This is an optimization exercise on Yosys and OpenROAD, whose aim is small area and a short achievable clock period, not a production implementation.
Function was not checked in any run shown here: the RTL went through the layout flow alone.
No activity file was given, so power comes from the tool's default toggle rates.

### design.v
module pg_ctrl(
    input  wire clk,
    input  wire reset,
    input  wire active,
    output wire idle_detect,
    output reg  power_gated,
    output wire clk_en
);
    reg [2:0] idle_counter;
    assign idle_detect = idle_counter[2] & idle_counter[1];
    assign clk_en      = ~power_gated;
    wire [2:0] count_next = (idle_counter == 3'd7) ? 3'd7 : idle_counter + 3'd1;
    always @(posedge clk or posedge reset) begin
        if (reset) begin
            idle_counter <= 3'd0;
            power_gated  <= 1'b0;
        end else begin
            idle_counter <= active ? 3'd0 : count_next;
            power_gated  <= ~active & (idle_counter == 3'd7);
        end
    end
endmodule
module ALU_with_power_gating(
    input  wire clk,
    input  wire reset,
    input  wire [3:0] A,
    input  wire [3:0] B,
    input  wire [2:0] opcode,
    output reg  [3:0] result,
    output wire idle_detect,
    output wire power_gated,
    output wire clk_en
);
    reg [3:0] prev_A, prev_B;
    reg [2:0] prev_opcode;
    reg [3:0] alu_out;
    wire activity_detected = (A != prev_A) || (B != prev_B) || (opcode != prev_opcode);
    wire [3:0] g  = A & B;           
    wire [3:0] t  = A | B;           
    wire [3:0] gb = ~A & B;          
    wire [3:0] tb = ~A | B;          
    wire [3:0] x  = A ^ B;
    wire [3:0] c, bw;
    assign c[0]  = 1'b0;
    assign c[1]  = g[0];
    assign c[2]  = g[1] | (t[1] & g[0]);
    assign c[3]  = g[2] | (t[2] & g[1]) | (t[2] & t[1] & g[0]);
    assign bw[0] = 1'b0;
    assign bw[1] = gb[0];
    assign bw[2] = gb[1] | (tb[1] & gb[0]);
    assign bw[3] = gb[2] | (tb[2] & gb[1]) | (tb[2] & tb[1] & gb[0]);
    wire [3:0] arith = x ^ (opcode[0] ? bw : c);
    wire [3:0] logic_r = opcode[0] ? t : g;
    wire [3:0] shift = opcode[0] ? {1'b0, A[3:1]} : {A[2:0], 1'b0};
    wire [3:0] unary = opcode[0] ? ~A : x;
    always @(*) begin
        case (opcode[2:1])
            2'b00: alu_out = arith;
            2'b01: alu_out = logic_r;
            2'b10: alu_out = unary;
            default: alu_out = shift;
        endcase
    end
    always @(posedge clk or posedge reset) begin
        if (reset) begin
            prev_A      <= 4'b0000;
            prev_B      <= 4'b0000;
            prev_opcode <= 3'b000;
            result      <= 4'b0000;
        end else begin
            prev_A      <= A;
            prev_B      <= B;
            prev_opcode <= opcode;
            result      <= alu_out;
        end
    end
    pg_ctrl ctrl (
        .clk(clk), .reset(reset), .active(activity_detected),
        .idle_detect(idle_detect), .power_gated(power_gated), .clk_en(clk_en)
    );
endmodule
module Memory_with_power_gating(
    input  wire clk,
    input  wire reset,
    input  wire [3:0] addr,
    input  wire [7:0] data_in,
    input  wire write_en,
    input  wire req_valid,
    output reg  [7:0] data_out,
    output wire idle_detect,
    output wire power_gated,
    output wire clk_en
);
    reg [7:0]  mem [0:15];
    reg [15:0] valid;
    reg [3:0] prev_addr;
    reg [7:0] prev_data_in;
    reg       prev_write_en;
    reg       prev_req_valid;
    wire addr_same = (addr == prev_addr);
    wire activity_detected = req_valid || !addr_same ||
                             (data_in != prev_data_in) || (write_en != prev_write_en);
    wire        pending = prev_req_valid & prev_write_en;
    wire [15:0] we_w    = {16{pending}} & (16'd1 << prev_addr);
    wire [15:0] readable = valid & ~we_w;
    wire [3:0] lo   = 4'd1 << addr[1:0];
    wire [3:0] hi   = 4'd1 << addr[3:2];
    wire       wr   = req_valid & write_en;
    wire       rd   = req_valid & ~write_en;
    wire [3:0] hi_r = hi & {4{rd}};
    wire       hold = ~req_valid | (rd & pending & addr_same);
    wire [15:0] rd_sel;
    genvar w;
    generate
        for (w = 0; w < 16; w = w + 1) begin : word
            assign rd_sel[w] = lo[w % 4] & hi_r[w / 4] & readable[w];
        end
    endgenerate
    reg  [7:0]  data_out_next;
    integer j;
    always @(*) begin
        data_out_next = ({8{wr}} & data_in) | ({8{hold}} & data_out);
        for (j = 0; j < 16; j = j + 1)
            data_out_next = data_out_next | (mem[j] & {8{rd_sel[j]}});
    end
    integer m;
    always @(posedge clk) begin
        for (m = 0; m < 16; m = m + 1)
            if (we_w[m])
                mem[m] <= prev_data_in;
    end
    always @(posedge clk or posedge reset) begin
        if (reset) begin
            data_out       <= 8'd0;
            valid          <= 16'd0;
            prev_addr      <= 4'd0;
            prev_data_in   <= 8'd0;
            prev_write_en  <= 1'b0;
            prev_req_valid <= 1'b0;
        end else begin
            data_out       <= data_out_next;
            valid          <= valid | we_w;
            prev_addr      <= addr;
            prev_data_in   <= data_in;
            prev_write_en  <= write_en;
            prev_req_valid <= req_valid;
        end
    end
    pg_ctrl ctrl (
        .clk(clk), .reset(reset), .active(activity_detected),
        .idle_detect(idle_detect), .power_gated(power_gated), .clk_en(clk_en)
    );
endmodule
module IO_with_power_gating(
    input  wire clk,
    input  wire reset,
    input  wire [7:0] io_in,
    input  wire write_en,
    input  wire read_request,
    output reg  [7:0] io_out,
    output wire idle_detect,
    output wire power_gated,
    output wire clk_en
);
    reg [7:0] prev_io_in;
    wire activity_detected = write_en || read_request || (io_in != prev_io_in);
    always @(posedge clk or posedge reset) begin
        if (reset) begin
            io_out     <= 8'b00000000;
            prev_io_in <= 8'b00000000;
        end else begin
            if (write_en)
                io_out <= io_in;
            prev_io_in <= io_in;
        end
    end
    pg_ctrl ctrl (
        .clk(clk), .reset(reset), .active(activity_detected),
        .idle_detect(idle_detect), .power_gated(power_gated), .clk_en(clk_en)
    );
endmodule
module pmc_rca #(parameter W = 8) (
    input  wire [W-1:0] a,
    input  wire [W-1:0] b,
    input  wire         ci,
    output wire [W-1:0] s,
    output wire         co
);
    wire [W:0] c;
    assign c[0] = ci;
    genvar i;
    generate
        for (i = 0; i < W; i = i + 1) begin : bit_
            assign s[i]   = a[i] ^ b[i] ^ c[i];
            assign c[i+1] = (a[i] & b[i]) | (a[i] & c[i]) | (b[i] & c[i]);
        end
    endgenerate
    assign co = c[W];
endmodule
module pmc_div_step(
    input  wire [8:0] p,
    input  wire [7:0] tneg,
    output wire       q,
    output wire [7:0] r
);
    wire [7:0] s;
    wire       co;
    pmc_rca #(8) sub (.a(p[7:0]), .b(tneg), .ci(1'b0), .s(s), .co(co));
    assign q = p[8] | co;
    assign r = q ? s : p[7:0];
endmodule
module Power_Management_Controller(
    input  wire clk,
    input  wire reset,
    input  wire alu_idle,
    input  wire mem_idle,
    input  wire io_idle,
    input  wire alu_power_gated,
    input  wire mem_power_gated,
    input  wire io_power_gated,
    output wire system_power_save_mode,
    output wire [1:0] active_modules_count,
    output wire [7:0] power_efficiency_metric
);
    reg  [7:0]  total_neg;
    reg  [12:0] gated25;
    reg  [6:0]  metric;
    reg  [1:0]  gated_units;
    assign active_modules_count = ~gated_units;
    assign system_power_save_mode = gated_units[1] & gated_units[0];
    assign power_efficiency_metric = {1'b0, metric};
    wire [7:0]  total_neg_next = (total_neg != 8'd1) ? total_neg - 8'd1 : total_neg;
    wire [12:0] gated25_next   = (system_power_save_mode && gated25 != 13'd6375) ?
                                 gated25 + 13'd25 : gated25;
    reg  [7:0]  div_r;
    reg  [2:0]  div_q;
    wire [14:0] num_next = {gated25_next, 2'b00};
    wire [8:0]  p6 = num_next[14:6];
    wire        q6, q5, q4;
    wire [7:0]  r6, r5, r4;
    pmc_div_step st6 (.p(p6),                 .tneg(total_neg_next), .q(q6), .r(r6));
    pmc_div_step st5 (.p({r6, num_next[5]}),  .tneg(total_neg_next), .q(q5), .r(r5));
    pmc_div_step st4 (.p({r5, num_next[4]}),  .tneg(total_neg_next), .q(q4), .r(r4));
    wire [14:0] num = {gated25, 2'b00};
    wire        q3, q2, q1, q0;
    wire [7:0]  r3, r2, r1, r0;
    pmc_div_step st3 (.p({div_r, num[3]}), .tneg(total_neg), .q(q3), .r(r3));
    pmc_div_step st2 (.p({r3, num[2]}),    .tneg(total_neg), .q(q2), .r(r2));
    pmc_div_step st1 (.p({r2, num[1]}),    .tneg(total_neg), .q(q1), .r(r1));
    pmc_div_step st0 (.p({r1, num[0]}),    .tneg(total_neg), .q(q0), .r(r0));
    always @(posedge clk or posedge reset) begin
        if (reset) begin
            gated_units            <= 2'b00;
            metric                 <= 7'd0;
            total_neg              <= 8'h00;
            gated25                <= 13'd0;
            div_r                  <= 8'd0;
            div_q                  <= 3'd0;
        end else begin
            total_neg <= total_neg_next;
            gated25   <= gated25_next;
            gated_units <= {1'b0, alu_power_gated} + {1'b0, mem_power_gated} + {1'b0, io_power_gated};
            div_r  <= r4;
            div_q  <= {q6, q5, q4};
            metric <= {div_q, q3, q2, q1, q0};
        end
    end
endmodule
module Processor_with_Power_Gating(
    input  wire clk,
    input  wire reset,
    input  wire [3:0] alu_a,
    input  wire [3:0] alu_b,
    input  wire [2:0] alu_opcode,
    output wire [3:0] alu_result,
    input  wire [3:0] mem_addr,
    input  wire [7:0] mem_data_in,
    input  wire mem_write_en,
    input  wire mem_req_valid,
    output wire [7:0] mem_data_out,
    input  wire [7:0] io_in,
    input  wire io_write_en,
    input  wire io_read_request,
    output wire [7:0] io_out,
    output wire alu_idle,
    output wire mem_idle,
    output wire io_idle,
    output wire alu_power_gated,
    output wire mem_power_gated,
    output wire io_power_gated,
    output wire system_power_save_mode,
    output wire [1:0] active_modules_count,
    output wire [7:0] power_efficiency_metric,
    output wire alu_clk_en,
    output wire mem_clk_en,
    output wire io_clk_en
);
    ALU_with_power_gating alu_inst (
        .clk(clk),
        .reset(reset),
        .A(alu_a),
        .B(alu_b),
        .opcode(alu_opcode),
        .result(alu_result),
        .idle_detect(alu_idle),
        .power_gated(alu_power_gated),
        .clk_en(alu_clk_en)
    );
    Memory_with_power_gating mem_inst (
        .clk(clk),
        .reset(reset),
        .addr(mem_addr),
        .data_in(mem_data_in),
        .write_en(mem_write_en),
        .req_valid(mem_req_valid),
        .data_out(mem_data_out),
        .idle_detect(mem_idle),
        .power_gated(mem_power_gated),
        .clk_en(mem_clk_en)
    );
    IO_with_power_gating io_inst (
        .clk(clk),
        .reset(reset),
        .io_in(io_in),
        .write_en(io_write_en),
        .read_request(io_read_request),
        .io_out(io_out),
        .idle_detect(io_idle),
        .power_gated(io_power_gated),
        .clk_en(io_clk_en)
    );
    Power_Management_Controller pmc_inst (
        .clk(clk),
        .reset(reset),
        .alu_idle(alu_idle),
        .mem_idle(mem_idle),
        .io_idle(io_idle),
        .alu_power_gated(alu_power_gated),
        .mem_power_gated(mem_power_gated),
        .io_power_gated(io_power_gated),
        .system_power_save_mode(system_power_save_mode),
        .active_modules_count(active_modules_count),
        .power_efficiency_metric(power_efficiency_metric)
    );
endmodule
### config.mk
export PLATFORM = sky130hd
export DESIGN_NAME = Processor_with_Power_Gating
export DESIGN_NICKNAME = Processor_with_Power_Gating
export VERILOG_FILES = /design/flow/design.v
export SDC_FILE = /design/flow/constraint.sdc
export NUM_CORES = 4
export LEC_CHECK = 0
export CAP_MARGIN = 20
export CORE_MARGIN = 2
export CORE_UTILIZATION = 65
export SLEW_MARGIN = 45
### flow/run.sh
#!/bin/bash
# The standard layout (the standard.sh, unchanged synthesis and steps),
# with two changes:
#  - the port buffers that global placement inserts on every input and output
#    are sky130_fd_sc_hd__buf_2 instead of the default clkdlybuf4s50_1 delay
#    cell;
#  - clock tree synthesis inserts no dummy load cells, and builds the tree
#    from small clock buffers.
set -euo pipefail
export BUFFER_PORTS_ARGS="-buffer_cell sky130_fd_sc_hd__buf_2"
export CTS_ARGS="-sink_clustering_enable -repair_clock_nets -dont_use_dummy_load -root_buf sky130_fd_sc_hd__clkbuf_8 -buf_list {sky130_fd_sc_hd__clkbuf_2}"
bash standard.sh > standard.log 2>&1
### standard.sh
#!/bin/bash
# synth_recipe.tcl (not shown) runs the flow's synth.tcl, then flattens the netlist and writes it again
# the make line also repeats each setting of config.mk as NAME=value (left out here)
make -C /OpenROAD-flow-scripts/flow DESIGN_CONFIG=/design/flow/config.mk WORK_HOME=/design/flow/orfs CLKGATE_MAP_FILE= SYNTH_SCRIPT=/design/flow/synth_recipe.tcl "${@:-finish}"
### constraint.sdc
create_clock -name core_clock -period 90.0 [get_ports {clk}]
set_input_delay 18.0000 -clock core_clock [delete_from_list [all_inputs] [get_ports {clk}]]
set_output_delay 18.0000 -clock core_clock [all_outputs]
set_load 0.01 [all_outputs]
==> flow_summary.yaml, run 1 <==
critical_path:
  critPathKind: "in2reg"
  path_max_fanout: 8
  crit_cells: 8
  cp.arrival_ps: 19900
  slowest_stage: "nor3_2"
  cp_slowest_stage_delay_ps: 570
  crit_chain: "buf_2 > nand2b_1 > or3_1 > nor3_2 > a22o_1 > a221oi_1 > and3_1 > nand4_1"
  r2r_slack_ps: 76670
  regToRegEndpoint: "pmc_inst.div_r[6]"
  regToRegStartpoint: "pmc_inst.gated25[0]"
  crit_end: "mem_inst.data_out[6]"
  startpoint_type: "input pin"
  r2r_cells: 42
  cp-end-kind: "flip-flop"
  cpLargestDelayFamily: "simple AND/OR/NAND/NOR gates"
  required_ps: 90470
  critical_path_buf_inv_count: 1
  critPathLaunch: "mem_write_en"
synthesis:
  avgSynthCellArea_sq_um: 13.14
  synthesis.area_sq_um: 11600
  synth_edf_count: 128
  yosys_register_bits: 250
  synth-seq-area-share_pct: 59.45
  ys_warn_count: 6
  synth.most_common_cell: "edfxtp_1"
  synth_cells: 883
  async_reset_ff_share_pct: 48.80
  synth_ff_type: "edfxtp_1"
  synthTopCellsByCount: "edfxtp_1 (128), dfrtp_1 (122), inv_1 (65)"
  ys_types: 68
  yosysTopAreaCell: "edfxtp_1"
  synth_area_leaders: "edfxtp_1 (33%), dfrtp_1 (26%), fa_1 (7.1%)"
  synth_top_area_share_pct: 33.14
clocking:
  cts_setup_buffers: 0
  ctsHoldBuffers: 0
  cts-htree-levels: 2
  cts_inserted_buffers: 59
  cts_tree: "yes"
  cts_sinks: 250
  cts_buffer_depth: 3
  clk_pin_slew_worst_paths_ps: 100
  clk_latency_ps: 550
  cts-root-buf: "clkbuf_8"
  cts_resized: 0
min_path:
  hold_path_class: "reg2reg"
grt:
  grt_overflow_total: 0
  grt_pass1_wl_um: 40280
  antenna_found_initial: 0
  grt_max_degree: 65
  grt_usage_pct: 28.33
  grt_pass1_vias: 7898
drt:
  postRouteAntennaNets: 0
  vias: 7718
  dr.pass1.iters: 6
  post_drt_wl_per_cell_um: 20.64
  drc: 0
  finalWirelength_um: 25570
  viasPerCell: 6.229
  drt_iter0_drc: 846
final_layout:
  layoutNonFillerInstCount: 1239
  design_area_sq_um: 12720
  fin_nets: 1120
  area_delta_synth_final_pct: 9.643
  drive_above_1_share_pct: 22.19
  diodes: 0
  utilization_pct: 73.28
  fillers: 1196
sta:
  finalSetupViolations: 0
  finalSetupTns_ps: 0
  final_hold_viol_count: 0
  max_freq_mhz: 51.48
  slew_viol_final: 0
  fin_crit_sh_pct: 21.58
  tightest_slew_ps: 806.4
  relSlewSlack_pct: 45.95
  finClkSkew_ps: 83.95
  timing.final.ws_setup_ps: 70580
  layout_min_cycle_time_ps: 19420
  rsz0062_at_grt: "no"
die:
  die_w_um: 137.6
  start_util_pct: 66.83
  core_sq_um: 17360
  ios: 77
  die_area_sq_um: 18930
  num_rows: 48
  die_h_um: 137.6
placed_design:
  port_buffers: 75
  post-place-ws_ps: 70030
  gp_congestion: 0.9057
  dp_hpwl_um: 17990
  dpl-instance-area_sq_um: 12370
  dp.cells: 1180
status:
  outcome: "finished clean"
power:
  p_leak_uw: 0.005214
  ir_worst_vdd_uv: 11.02
  power.density_nw_per_um2: 15.68
job:
  drv_cap: 0
## layout by cell type (no fill, tap or decap), types with 26 or more instances in the layout
master    Yosys  final
edfxtp_1    128    128
dfrtp_1     122    122
buf_2         2     75
inv_1        65     64
nand2_1      57     57
nor2_1       64     55
clkbuf_2      0     54
a22oi_1      41     41
fa_1         41     41
xnor2_1      35     35
ha_1         26     26
## worst reg2reg max path, delay by kind of cell, from the launching register on
| family | cells | cell delay, ps |
|---|---|---|
| AND/OR/NAND/NOR | 4 | 920 |
| buffers and inverters | 8 | 960 |
| multiplexers | 3 | 680 |
| XOR/XNOR | 1 | 360 |
| adder cells (fa/ha/maj) | 22 | 8610 |
| AO/OA/AOI/OAI | 4 | 1110 |
| flip-flops | 1 | 550 |
## worst min-delay path by stage
stage | to | cells past startpoint | startpoint | slack [ps]
2_1_floorplan | pmc_inst.metric[4] | 0 | pmc_inst.div_q[0] | 330
3_3_place_gp | pmc_inst.metric[4] | 0 | pmc_inst.div_q[0] | 340
3_5_place_dp | pmc_inst.metric[4] | 0 | pmc_inst.div_q[0] | 350
4_1_cts | pmc_inst.metric[4] | 0 | pmc_inst.div_q[0] | 360
5_1_grt | pmc_inst.metric[4] | 0 | pmc_inst.div_q[0] | 350
6_report | pmc_inst.metric[4] | 0 | pmc_inst.div_q[0] | 360
## where the power goes
part / internal [uW] / switching, uW / total, uW
Sequential: 124 / 3.03 / 127
Combinational: 5.59 / 7.30 / 12.9
Clock: 21.0 / 38.2 / 59.1
Total: 151 / 48.5 / 199
## through the flow
step                      hold WS, ps  total power [uW]
after floorplan                 331.2             136.9
after global placement          338.7             142.0
after detailed placement        350.5             142.7
after CTS                       363.8             201.6
after global routing            352.2             207.8
final                           356.0             199.4
## per-layer routing
metal	vias up	global-route usage, %	wire (um)	part of all wire [%]
met2	418	43.86	12030	47
met1	3797	39.33	10230	40
met3	55	7.726	2762	11
met5	-	0	0	0
met4	0	9.679	540	2.1
li1	3448	-	-	-
## layout make-up
cell class	instances	area [sq um]	area share (%)
timing repair buffer	93	514.2	4.043
clock buffer	59	339.1	2.666
sequential	250	6897	54.23
multi-input combinational	546	4434	34.86
tap	225	281.5	2.213
inverter	66	252.7	1.987
## state kept, by name (all words and copies together) (netlist names), 2 cells and up
register	flops
alu_inst.ctrl.idle_counter	3
alu_inst.prev_A	4
alu_inst.prev_B	4
alu_inst.prev_opcode	3
alu_inst.result	4
io_inst.ctrl.idle_counter	3
io_inst.io_out	8
io_inst.prev_io_in	8
mem_inst.ctrl.idle_counter	3
mem_inst.data_out	8
mem_inst.mem	128
mem_inst.prev_addr	4
mem_inst.prev_data_in	8
mem_inst.valid	16
pmc_inst.div_q	3
pmc_inst.div_r	8
pmc_inst.gated25	13
pmc_inst.gated_units	2
pmc_inst.metric	7
pmc_inst.total_neg	8
## logic make-up after synthesis
logic type	share of synthesized area (%)
AOI/OAI and AO/OA	9.050
buffers and inverters	3.063
DFF	59.45
and+or+nand+nor	10.98
other	0.03233
adders and majority gates	10.06
muxes	3.203
xor gates and xnor gates	4.153
==> inputs of run 2 (changes only) <==
--- a/design.v
+++ b/design.v
@@ -3,18 +3,19 @@
     input  wire reset,
     input  wire active,
-    output wire idle_detect,
+    output reg  idle_detect,
     output reg  power_gated,
     output wire clk_en
 );
+    assign clk_en = ~power_gated;
     reg [2:0] idle_counter;
-    assign idle_detect = idle_counter[2] & idle_counter[1];
-    assign clk_en      = ~power_gated;
     wire [2:0] count_next = (idle_counter == 3'd7) ? 3'd7 : idle_counter + 3'd1;
     always @(posedge clk or posedge reset) begin
         if (reset) begin
             idle_counter <= 3'd0;
+            idle_detect  <= 1'b0;
             power_gated  <= 1'b0;
         end else begin
             idle_counter <= active ? 3'd0 : count_next;
+            idle_detect  <= ~active & (idle_counter >= 3'd5);
             power_gated  <= ~active & (idle_counter == 3'd7);
         end
@@ -97,52 +98,46 @@
     reg [7:0] prev_data_in;
     reg       prev_write_en;
-    reg       prev_req_valid;
-    wire addr_same = (addr == prev_addr);
-    wire activity_detected = req_valid || !addr_same ||
+    wire activity_detected = req_valid || (addr != prev_addr) ||
                              (data_in != prev_data_in) || (write_en != prev_write_en);
-    wire        pending = prev_req_valid & prev_write_en;
-    wire [15:0] we_w    = {16{pending}} & (16'd1 << prev_addr);
-    wire [15:0] readable = valid & ~we_w;
     wire [3:0] lo   = 4'd1 << addr[1:0];
     wire [3:0] hi   = 4'd1 << addr[3:2];
     wire       wr   = req_valid & write_en;
     wire       rd   = req_valid & ~write_en;
-    wire [3:0] hi_r = hi & {4{rd}};
-    wire       hold = ~req_valid | (rd & pending & addr_same);
-    wire [15:0] rd_sel;
+    wire [3:0] hi_w = hi & {4{wr}};
+    wire [15:0] we_w, rd_sel;
     genvar w;
     generate
         for (w = 0; w < 16; w = w + 1) begin : word
-            assign rd_sel[w] = lo[w % 4] & hi_r[w / 4] & readable[w];
+            assign we_w[w]   = lo[w % 4] & hi_w[w / 4];
+            assign rd_sel[w] = lo[w % 4] & hi[w / 4] & valid[w];
         end
     endgenerate
-    reg  [7:0]  data_out_next;
+    reg  [7:0]  rd_data;
     integer j;
     always @(*) begin
-        data_out_next = ({8{wr}} & data_in) | ({8{hold}} & data_out);
+        rd_data = 8'd0;
         for (j = 0; j < 16; j = j + 1)
-            data_out_next = data_out_next | (mem[j] & {8{rd_sel[j]}});
+            rd_data = rd_data | (mem[j] & {8{rd_sel[j]}});
     end
+    wire [7:0] data_out_next = req_valid ? (write_en ? data_in : rd_data) : data_out;
     integer m;
     always @(posedge clk) begin
         for (m = 0; m < 16; m = m + 1)
             if (we_w[m])
-                mem[m] <= prev_data_in;
+                mem[m] <= data_in;
     end
     always @(posedge clk or posedge reset) begin
         if (reset) begin
-            data_out       <= 8'd0;
-            valid          <= 16'd0;
-            prev_addr      <= 4'd0;
-            prev_data_in   <= 8'd0;
-            prev_write_en  <= 1'b0;
-            prev_req_valid <= 1'b0;
+            data_out      <= 8'd0;
+            valid         <= 16'd0;
+            prev_addr     <= 4'd0;
+            prev_data_in  <= 8'd0;
+            prev_write_en <= 1'b0;
         end else begin
-            data_out       <= data_out_next;
-            valid          <= valid | we_w;
-            prev_addr      <= addr;
-            prev_data_in   <= data_in;
-            prev_write_en  <= write_en;
-            prev_req_valid <= req_valid;
+            data_out <= data_out_next;
+            valid <= valid | we_w;
+            prev_addr     <= addr;
+            prev_data_in  <= data_in;
+            prev_write_en <= write_en;
         end
     end
@@ -219,5 +214,5 @@
     input  wire mem_power_gated,
     input  wire io_power_gated,
-    output wire system_power_save_mode,
+    output reg  system_power_save_mode,
     output wire [1:0] active_modules_count,
     output wire [7:0] power_efficiency_metric
@@ -228,5 +223,4 @@
     reg  [1:0]  gated_units;
     assign active_modules_count = ~gated_units;
-    assign system_power_save_mode = gated_units[1] & gated_units[0];
     assign power_efficiency_metric = {1'b0, metric};
     wire [7:0]  total_neg_next = (total_neg != 8'd1) ? total_neg - 8'd1 : total_neg;
@@ -251,4 +245,5 @@
     always @(posedge clk or posedge reset) begin
         if (reset) begin
+            system_power_save_mode <= 1'b0;
             gated_units            <= 2'b00;
             metric                 <= 7'd0;
@@ -261,4 +256,5 @@
             gated25   <= gated25_next;
             gated_units <= {1'b0, alu_power_gated} + {1'b0, mem_power_gated} + {1'b0, io_power_gated};
+            system_power_save_mode <= alu_power_gated & mem_power_gated & io_power_gated;
             div_r  <= r4;
             div_q  <= {q6, q5, q4};
--- a/flow/run.sh
+++ b/flow/run.sh
@@ -9,4 +9,4 @@
 set -euo pipefail
 export BUFFER_PORTS_ARGS="-buffer_cell sky130_fd_sc_hd__buf_2"
-export CTS_ARGS="-sink_clustering_enable -repair_clock_nets -dont_use_dummy_load -root_buf sky130_fd_sc_hd__clkbuf_8 -buf_list {sky130_fd_sc_hd__clkbuf_2}"
+export CTS_ARGS="-sink_clustering_enable -repair_clock_nets -dont_use_dummy_load -root_buf sky130_fd_sc_hd__clkbuf_16 -buf_list {sky130_fd_sc_hd__clkbuf_2}"
 bash standard.sh > standard.log 2>&1
--- a/config.mk
+++ b/config.mk
@@ -8,4 +8,4 @@
 export CAP_MARGIN = 20
 export CORE_MARGIN = 2
-export CORE_UTILIZATION = 65
-export SLEW_MARGIN = 45
+export CORE_UTILIZATION = 40
+export SLEW_MARGIN = 20
==> run 2 against run 1 <==
Still clean on timing, DRC and antenna. Global-route usage fell by 9.8 points. Count of clock-buffer cells in the layout rose by 10. Via count fell by 3.4%. Cell count rose by 12%. Sequential power barely moved. Synthesized area rose by 2.0%. Critical path type unchanged.
==> flow_summary.yaml, run 2 <==
min_path:
  hold_end: "pmc_inst.metric[5]"
  hp-start: "pmc_inst.div_q[1]"
  hold_path_class: "reg2reg"
  worstHoldPathCells: 0
die:
  ios: 77
  die_area_sq_um: 30960
  die_h_um: 176.0
  start_util_pct: 40.88
  num_rows: 62
  core_sq_um: 28940
  die_w_um: 176.0
critical_path:
  cp_slowest_stage_delay_ps: 330
  r2r_cells: 39
  crit_cells: 9
  cpLargestDelayFamily: "simple AND/OR/NAND/NOR gates"
  critical_path_buf_inv_count: 1
  regToRegStartpoint: "pmc_inst.gated25[0]"
  regToRegEndpoint: "pmc_inst.div_r[1]"
  path_max_fanout: 13
  cp.arrival_ps: 19910
  crit_chain: "buf_2 > nor2b_1 > and3_1 > a22o_1 > a221oi_1 > nand3_1 > nor2_1 > o21ai_0 > mux2_2"
  r2r_slack_ps: 77620
  required_ps: 90380
  critPathKind: "in2reg"
  cp-end-kind: "flip-flop"
  startpoint_type: "input pin"
  slowest_stage: "and3_1"
synthesis:
  synth_ff_type: "edfxtp_1"
  synth.most_common_cell: "edfxtp_1"
  ys_types: 64
  yosysTopAreaCell: "edfxtp_1"
  synthTopCellsByCount: "edfxtp_1 (128), dfrtp_1 (125), inv_1 (69)"
  yosys_register_bits: 253
  avgSynthCellArea_sq_um: 13.29
  muxShareOfSynthArea_pct: 4.866
  synth_area_leaders: "edfxtp_1 (32%), dfrtp_1 (26%), fa_1 (6.9%)"
  synth_top_area_share_pct: 32.49
  synth_compound_area_share_pct: 8.949
  synth_edf_count: 128
  yosys.area_share.adder_pct: 10.09
  ys_warn_count: 6
  synth_xor_area_share_pct: 3.776
  synthesis.area_sq_um: 11830
  async_reset_ff_share_pct: 49.41
  synth-seq-area-share_pct: 58.94
  synth_top_family_by_area: "adder cells"
  synth_cells: 890
  synth_simple_gate_area_share_pct: 9.700
placed_design:
  dp_hpwl_um: 18680
  dp.cells: 1321
  port_buffers: 75
  gp_congestion: 0.8658
sta:
  tightest_slew_ps: 1070
  finClkSkew_ps: 58.77
  relSlewSlack_pct: 28.39
  fin_crit_sh_pct: 21.70
  finalSetupViolations: 0
  slew_viol_final: 0
  max_freq_mhz: 51.20
  finalSetupTns_ps: 0
  final_hold_viol_count: 0
  rsz0062_at_grt: "no"
  layout_min_cycle_time_ps: 19530
final_layout:
  top_regs: "mem_inst.mem (128), mem_inst.valid (16), pmc_inst.gated25 (13)"
  regMostFlops: "mem_inst.mem"
  layoutNonFillerInstCount: 1392
  largest_reg_flops: 128
  fin_nets: 1116
  final_cell_mix: "edfxtp_1 (128), dfrtp_1 (125), buf_2 (75), inv_1 (68), clkbuf_2 (60)"
  drive_above_1_share_pct: 21.95
  area_delta_synth_final_pct: 10.93
  final_common_cell: "edfxtp_1"
clocking:
  cts_setup_buffers: 0
  cts_tree: "yes"
  cts_resized: 0
  cts_inserted_buffers: 69
  cts_buffer_depth: 3
  cts-root-buf: "clkbuf_16"
  clk_pin_slew_worst_paths_ps: 90
  cts_sinks: 253
  cts-htree-levels: 3
  ctsHoldBuffers: 0
  clk_latency_ps: 490
power:
  p_total_uw: 221.4
  power.density_nw_per_um2: 16.87
  p_leak_uw: 0.005471
  ir_worst_vdd_uv: 8.919
drt:
  vias: 7455
  postRouteAntennaNets: 0
  post_drt_wl_per_cell_um: 19.65
  drc: 0
  viasPerCell: 5.356
  finalWirelength_um: 27350
  dr.pass1.iters: 5
  drt_iter0_drc: 524
grt:
  antenna_found_initial: 1
  met2_usage_pct: 28.81
  grt_max_degree: 65
  grt_usage_pct: 18.50
  globalRouteMet3Util_pct: 4.630
  busiest_layer: "met2"
  use_met1_pct: 25.06
  grt_pass1_wl_um: 43780
  grt_pass1_vias: 7950
  grt_overflow_total: 0
status:
  outcome: "finished clean"
job:
  drv_cap: 0
## run 2: changes by cell type after synthesis, moves of 10 or more
cell	delta
and3_1	+13
o21ai_0	+14
a221oi_1	+12
nor3_1	-12
clkbuf_1	+14
a22o_1	+10
mux2_2	+13
a222oi_1	-16
xnor2_1	-15
nand3_1	+13
xor2_1	+11
nand2_1	-25
## run 2: worst max path at each step
stage            startpoint                       endpoint
3_3_place_gp   mem_write_en             mem_inst.mem[4][0]
2_1_floorplan         reset  alu_inst.ctrl.idle_counter[0]
3_5_place_dp    mem_addr[0]           mem_inst.data_out[7]
5_1_grt         mem_addr[0]           mem_inst.data_out[7]
6_report        mem_addr[1]           mem_inst.data_out[4]
4_1_cts         mem_addr[0]           mem_inst.data_out[2]
## run 2: cells by family (layout without fill, tap and decap cells)
logic type               count (synthesis)  in the layout
multiplexers                            49             49
flip-flops                             253            253
adder cells (fa/ha/maj)                 71             71
XOR/XNOR                                51             51
AND/OR/NAND/NOR                        220            220
other                                    1              2
buffers and inverters                  104            221
AO/OA/AOI/OAI                          141            141
## run 2: area by class of cell
cell class,instances,area [sq um]
fillers,2689,15810
well taps,384,480.5
inverters,70,275.3
diodes,1,2.502
flip-flops and latches,253,6972
repair buffers,82,427.9
multi-input cells,533,4438
clock buffers,69,525.5
## run 2: report_power, final
part           switching [uW]  total (uW)  internal [uW]
Clock                    42.6        78.2           35.6
Combinational            9.19        15.2           6.01
Sequential               2.17         128            126
## run 2: layer usage
layer	vias to the layer above	wire, um
li1	3441	-
met4	0	681
met5	-	0
met1	3690	12210
met2	271	12490
met3	53	1966
## run 2: through the flow
stage                     util (%)  hold WS, ps  setup WS (ps)  instance area (sq um)
after CTS                    45.30        352.7          70470                  13110
after global placement       43.45        332.3          69820                  12570
final                        45.35        349.1          70470                  13120
after global routing         45.34        357.6          70340                  13120
after floorplan                  -        331.2          68670                  11830
after detailed placement     43.49        335.6          69960                  12580
==> inputs of run 3 (changes only) <==
--- a/design.v
+++ b/design.v
@@ -81,23 +81,16 @@
     );
 endmodule
-module Memory_with_power_gating(
-    input  wire clk,
-    input  wire reset,
-    input  wire [3:0] addr,
-    input  wire [7:0] data_in,
-    input  wire write_en,
-    input  wire req_valid,
-    output reg  [7:0] data_out,
-    output wire idle_detect,
-    output wire power_gated,
-    output wire clk_en
+module Memory_bank #(parameter W = 4) (
+    input  wire         clk,
+    input  wire         reset,
+    input  wire [3:0]   addr,
+    input  wire [W-1:0] data_in,
+    input  wire         write_en,
+    input  wire         req_valid,
+    input  wire [15:0]  valid,
+    output wire [15:0]  we_word,
+    output reg  [W-1:0] data_out
 );
-    reg [7:0]  mem [0:15];
-    reg [15:0] valid;
-    reg [3:0] prev_addr;
-    reg [7:0] prev_data_in;
-    reg       prev_write_en;
-    wire activity_detected = req_valid || (addr != prev_addr) ||
-                             (data_in != prev_data_in) || (write_en != prev_write_en);
+    reg [W-1:0] mem [0:15];
     wire [3:0] lo   = 4'd1 << addr[1:0];
     wire [3:0] hi   = 4'd1 << addr[3:2];
@@ -105,29 +98,64 @@
     wire       rd   = req_valid & ~write_en;
     wire [3:0] hi_w = hi & {4{wr}};
-    wire [15:0] we_w, rd_sel;
+    wire [3:0] hi_r = hi & {4{rd}};
+    wire [15:0] rd_sel;
     genvar w;
     generate
         for (w = 0; w < 16; w = w + 1) begin : word
-            assign we_w[w]   = lo[w % 4] & hi_w[w / 4];
-            assign rd_sel[w] = lo[w % 4] & hi[w / 4] & valid[w];
+            assign we_word[w] = lo[w % 4] & hi_w[w / 4];
+            assign rd_sel[w]  = lo[w % 4] & hi_r[w / 4] & valid[w];
         end
     endgenerate
-    reg  [7:0]  rd_data;
+    reg [W-1:0] data_out_next;
     integer j;
     always @(*) begin
-        rd_data = 8'd0;
+        data_out_next = ({W{wr}} & data_in) | ({W{~req_valid}} & data_out);
         for (j = 0; j < 16; j = j + 1)
-            rd_data = rd_data | (mem[j] & {8{rd_sel[j]}});
+            data_out_next = data_out_next | (mem[j] & {W{rd_sel[j]}});
     end
-    wire [7:0] data_out_next = req_valid ? (write_en ? data_in : rd_data) : data_out;
     integer m;
     always @(posedge clk) begin
         for (m = 0; m < 16; m = m + 1)
-            if (we_w[m])
+            if (we_word[m])
                 mem[m] <= data_in;
     end
     always @(posedge clk or posedge reset) begin
+        if (reset)
+            data_out <= {W{1'b0}};
+        else
+            data_out <= data_out_next;
+    end
+endmodule
+module Memory_with_power_gating(
+    input  wire clk,
+    input  wire reset,
+    input  wire [3:0] addr,
+    input  wire [7:0] data_in,
+    input  wire write_en,
+    input  wire req_valid,
+    output wire [7:0] data_out,
+    output wire idle_detect,
+    output wire power_gated,
+    output wire clk_en
+);
+    reg [15:0] valid;
+    reg [3:0] prev_addr;
+    reg [7:0] prev_data_in;
+    reg       prev_write_en;
+    wire activity_detected = req_valid || (addr != prev_addr) ||
+                             (data_in != prev_data_in) || (write_en != prev_write_en);
+    wire [15:0] we_lo, we_hi;
+    Memory_bank #(4) bank_lo (
+        .clk(clk), .reset(reset), .addr(addr), .data_in(data_in[3:0]),
+        .write_en(write_en), .req_valid(req_valid), .valid(valid),
+        .we_word(we_lo), .data_out(data_out[3:0])
+    );
+    Memory_bank #(4) bank_hi (
+        .clk(clk), .reset(reset), .addr(addr), .data_in(data_in[7:4]),
+        .write_en(write_en), .req_valid(req_valid), .valid(valid),
+        .we_word(we_hi), .data_out(data_out[7:4])
+    );
+    always @(posedge clk or posedge reset) begin
         if (reset) begin
-            data_out      <= 8'd0;
             valid         <= 16'd0;
             prev_addr     <= 4'd0;
@@ -135,6 +163,5 @@
             prev_write_en <= 1'b0;
         end else begin
-            data_out <= data_out_next;
-            valid <= valid | we_w;
+            valid         <= valid | we_lo;
             prev_addr     <= addr;
             prev_data_in  <= data_in;
--- a/config.mk
+++ b/config.mk
@@ -10,2 +10,3 @@
 export CORE_UTILIZATION = 40
 export SLEW_MARGIN = 20
+export SYNTH_HIERARCHICAL = 1
==> run 3 against run 2 <==
First-iteration DRC count grew 20%. Synthesized cell count grew 17%. Count of clock-buffer cells in the layout grew 2. Critical endpoint is now mem_inst.bank_lo.data_out[0].
==> flow_summary.yaml, run 3 <==
status:
  outcome: "finished clean"
clocking:
  clk_pin_slew_worst_paths_ps: 80
  cts_inserted_buffers: 71
  cts-htree-levels: 3
  cts_resized: 0
  cts-root-buf: "clkbuf_16"
  ctsHoldBuffers: 0
  cts_setup_buffers: 0
  cts_tree: "yes"
  cts_buffer_depth: 3
  cts_sinks: 253
  clk_latency_ps: 510
placed_design:
  port_buffers: 75
  gp_congestion: 0.8296
  post-place-ws_ps: 69880
  dp_hpwl_um: 18920
synthesis:
  synth_cells: 1039
  synthesis.area_sq_um: 12990
  ys_warn_count: 13
  avgSynthCellArea_sq_um: 12.50
grt:
  antenna_found_initial: 0
  globalRouteMet3Util_pct: 3.636
  grt_max_degree: 101
  grt_pass1_wl_um: 46440
  grt_pass1_vias: 8617
  grt_usage_pct: 17.53
  busiest_layer: "met2"
  met2_usage_pct: 27.97
  grt_overflow_total: 0
  use_met1_pct: 23.71
drt:
  dr.pass1.iters: 5
  post_drt_wl_per_cell_um: 17.62
  viasPerCell: 5.182
  vias: 8249
  postRouteAntennaNets: 0
  finalWirelength_um: 28050
  drc: 0
  drt_iter0_drc: 628
final_layout:
  top_regs: "mem_inst.bank_hi.mem (64), mem_inst.bank_lo.mem (64), mem_inst.valid (16)"
  drive_above_1_share_pct: 21.52
  multiInputGateArea_sq_um: 5390
  final_common_cell: "edfxtp_1"
  fin_nets: 1275
  area_delta_synth_final_pct: 9.767
  diodes: 0
  seqCellArea_sq_um: 6972
  final_cell_mix: "edfxtp_1 (128), dfrtp_1 (125), inv_1 (108), buf_2 (75), clkbuf_2 (62)"
  fillers: 2945
critical_path:
  crit_chain: "buf_2 > nor4bb_1 > o21ai_0 > a21oi_1 > or4_1"
  r2r_cells: 47
  regToRegEndpoint: "pmc_inst.metric[0]"
  r2r_slack_ps: 76390
  critPathKind: "in2reg"
  cp-end-kind: "flip-flop"
  critPathLaunch: "mem_req_valid"
  path_max_fanout: 33
  required_ps: 90420
  regToRegStartpoint: "pmc_inst.total_neg[0]"
  cp_slowest_stage_delay_ps: 1010
  startpoint_type: "input pin"
  cp.arrival_ps: 20100
  slowest_stage: "nor4bb_1"
sta:
  fin_crit_sh_pct: 21.86
  tightest_slew_ps: 1094
  final_hold_viol_count: 0
  finalSetupTns_ps: 0
  slew_viol_final: 0
  finClkSkew_ps: 50.43
  rsz0062_at_grt: "no"
  max_freq_mhz: 50.83
  timing.final.ws_setup_ps: 70320
  relSlewSlack_pct: 26.08
  finalSetupViolations: 0
  layout_min_cycle_time_ps: 19680
power:
  power.density_nw_per_um2: 16.23
  ir_worst_vdd_uv: 9.027
  p_leak_uw: 0.006063
die:
  num_rows: 65
  core_sq_um: 31800
  die_w_um: 184.2
  start_util_pct: 40.85
  ios: 77
  die_area_sq_um: 33930
  die_h_um: 184.2
job:
  drv_cap: 0
min_path:
  worstHoldPathCells: 0
  hp-start: "pmc_inst.div_q[2]"
  hold_end: "pmc_inst.metric[6]"
  hold_path_class: "reg2reg"
[run 3: layer usage]
layer	vias up	share of wire, %	wire length, um
met4	0	2.2	604
met1	4106	45	12730
li1	3878	-	-
met3	54	5.3	1478
met5	-	0	0
met2	211	47	13230
[run 3: per-stage QoR]
step / cell area, sq um / utilization [%] / hold slack, ps / power (uW) / instances
2_1_floorplan: 13000 / - / 331.2 / 144.5 / 1042
6_report: 14260 / 44.84 / 355.0 / 231.4 / 1592
3_5_place_dp: 13720 / 43.16 / 344.1 / 153.6 / 1521
3_3_place_gp: 13720 / 43.16 / 336.0 / 153.3 / 1521
5_1_grt: 14260 / 44.84 / 384.9 / 244.6 / 1592
4_1_cts: 14260 / 44.84 / 360.9 / 236.0 / 1592
[run 3: final cells by class]
| type | count | area share (%) |
|---|---|---|
| Inverter | 111 | 2.940 |
| Sequential cell | 253 | 48.89 |
| Tap cell | 435 | 3.817 |
| Clock buffer | 71 | 3.756 |
| Multi-Input combinational cell | 644 | 37.80 |
| Timing Repair Buffer | 78 | 2.790 |
[run 3: how the worst max path moves through the flow]
stage	end	slack, ps
after floorplan	mem_inst.bank_lo.mem[15][0]	70720
after global placement	mem_inst.bank_lo.data_out[0]	70010
after detailed placement	mem_inst.bank_lo.data_out[0]	69880
after CTS	mem_inst.bank_lo.data_out[0]	70440
after global routing	mem_inst.bank_lo.data_out[0]	70210
final	mem_inst.bank_lo.data_out[0]	70320
[run 3: worst max-delay path, delay by kind of cell]
family | cells | cell delay [ps]
compound gates | 2 | 450
simple gates | 2 | 1150
buf+inv | 1 | 490
[run 3: power breakdown]
group / total [uW] / switching (uW) / internal (uW)
Combinational: 19.8 / 12.1 / 7.73
Sequential: 131 / 5.63 / 126
Clock: 80.4 / 44.2 / 36.2

-- port drivers added, routing unchanged --
Ports are ideal in the flow. The routed layouts listed here were re-timed in OpenROAD.
Step 1 (the two cells are an assumption about what drives the block):
set clk [get_ports {clk}]
set_driving_cell -lib_cell sky130_fd_sc_hd__clkbuf_16 $clk
set_driving_cell -lib_cell sky130_fd_sc_hd__buf_2 [delete_from_list [all_inputs] $clk]
Step 2 times the ports against the registers' clock, not the clock port: input delays grow and output delays shrink by t, the midpoint of the rising clock arrivals with the driver on.
Three values: no drivers, after step 1, after step 2; two values: the first two.
run	shift t [ns]	slack for setup (ns)	clock arrival spread, ns	worst slew at a driven data input, ns
run 1	0.550	70.576 / 70.588 / 70.038	0.084 / 0.084	0.04
run 2	0.518	70.469 / 70.475 / 69.956	0.083 / 0.083	0.06
run 3	0.526	70.325 / 70.327 / 69.801	0.066 / 0.066	0.04
After both steps setup and hold are still met in every run listed. The setup slack of run 1, which loses most, moves by +0.012 ns with the drivers and by -0.538 ns with both steps.
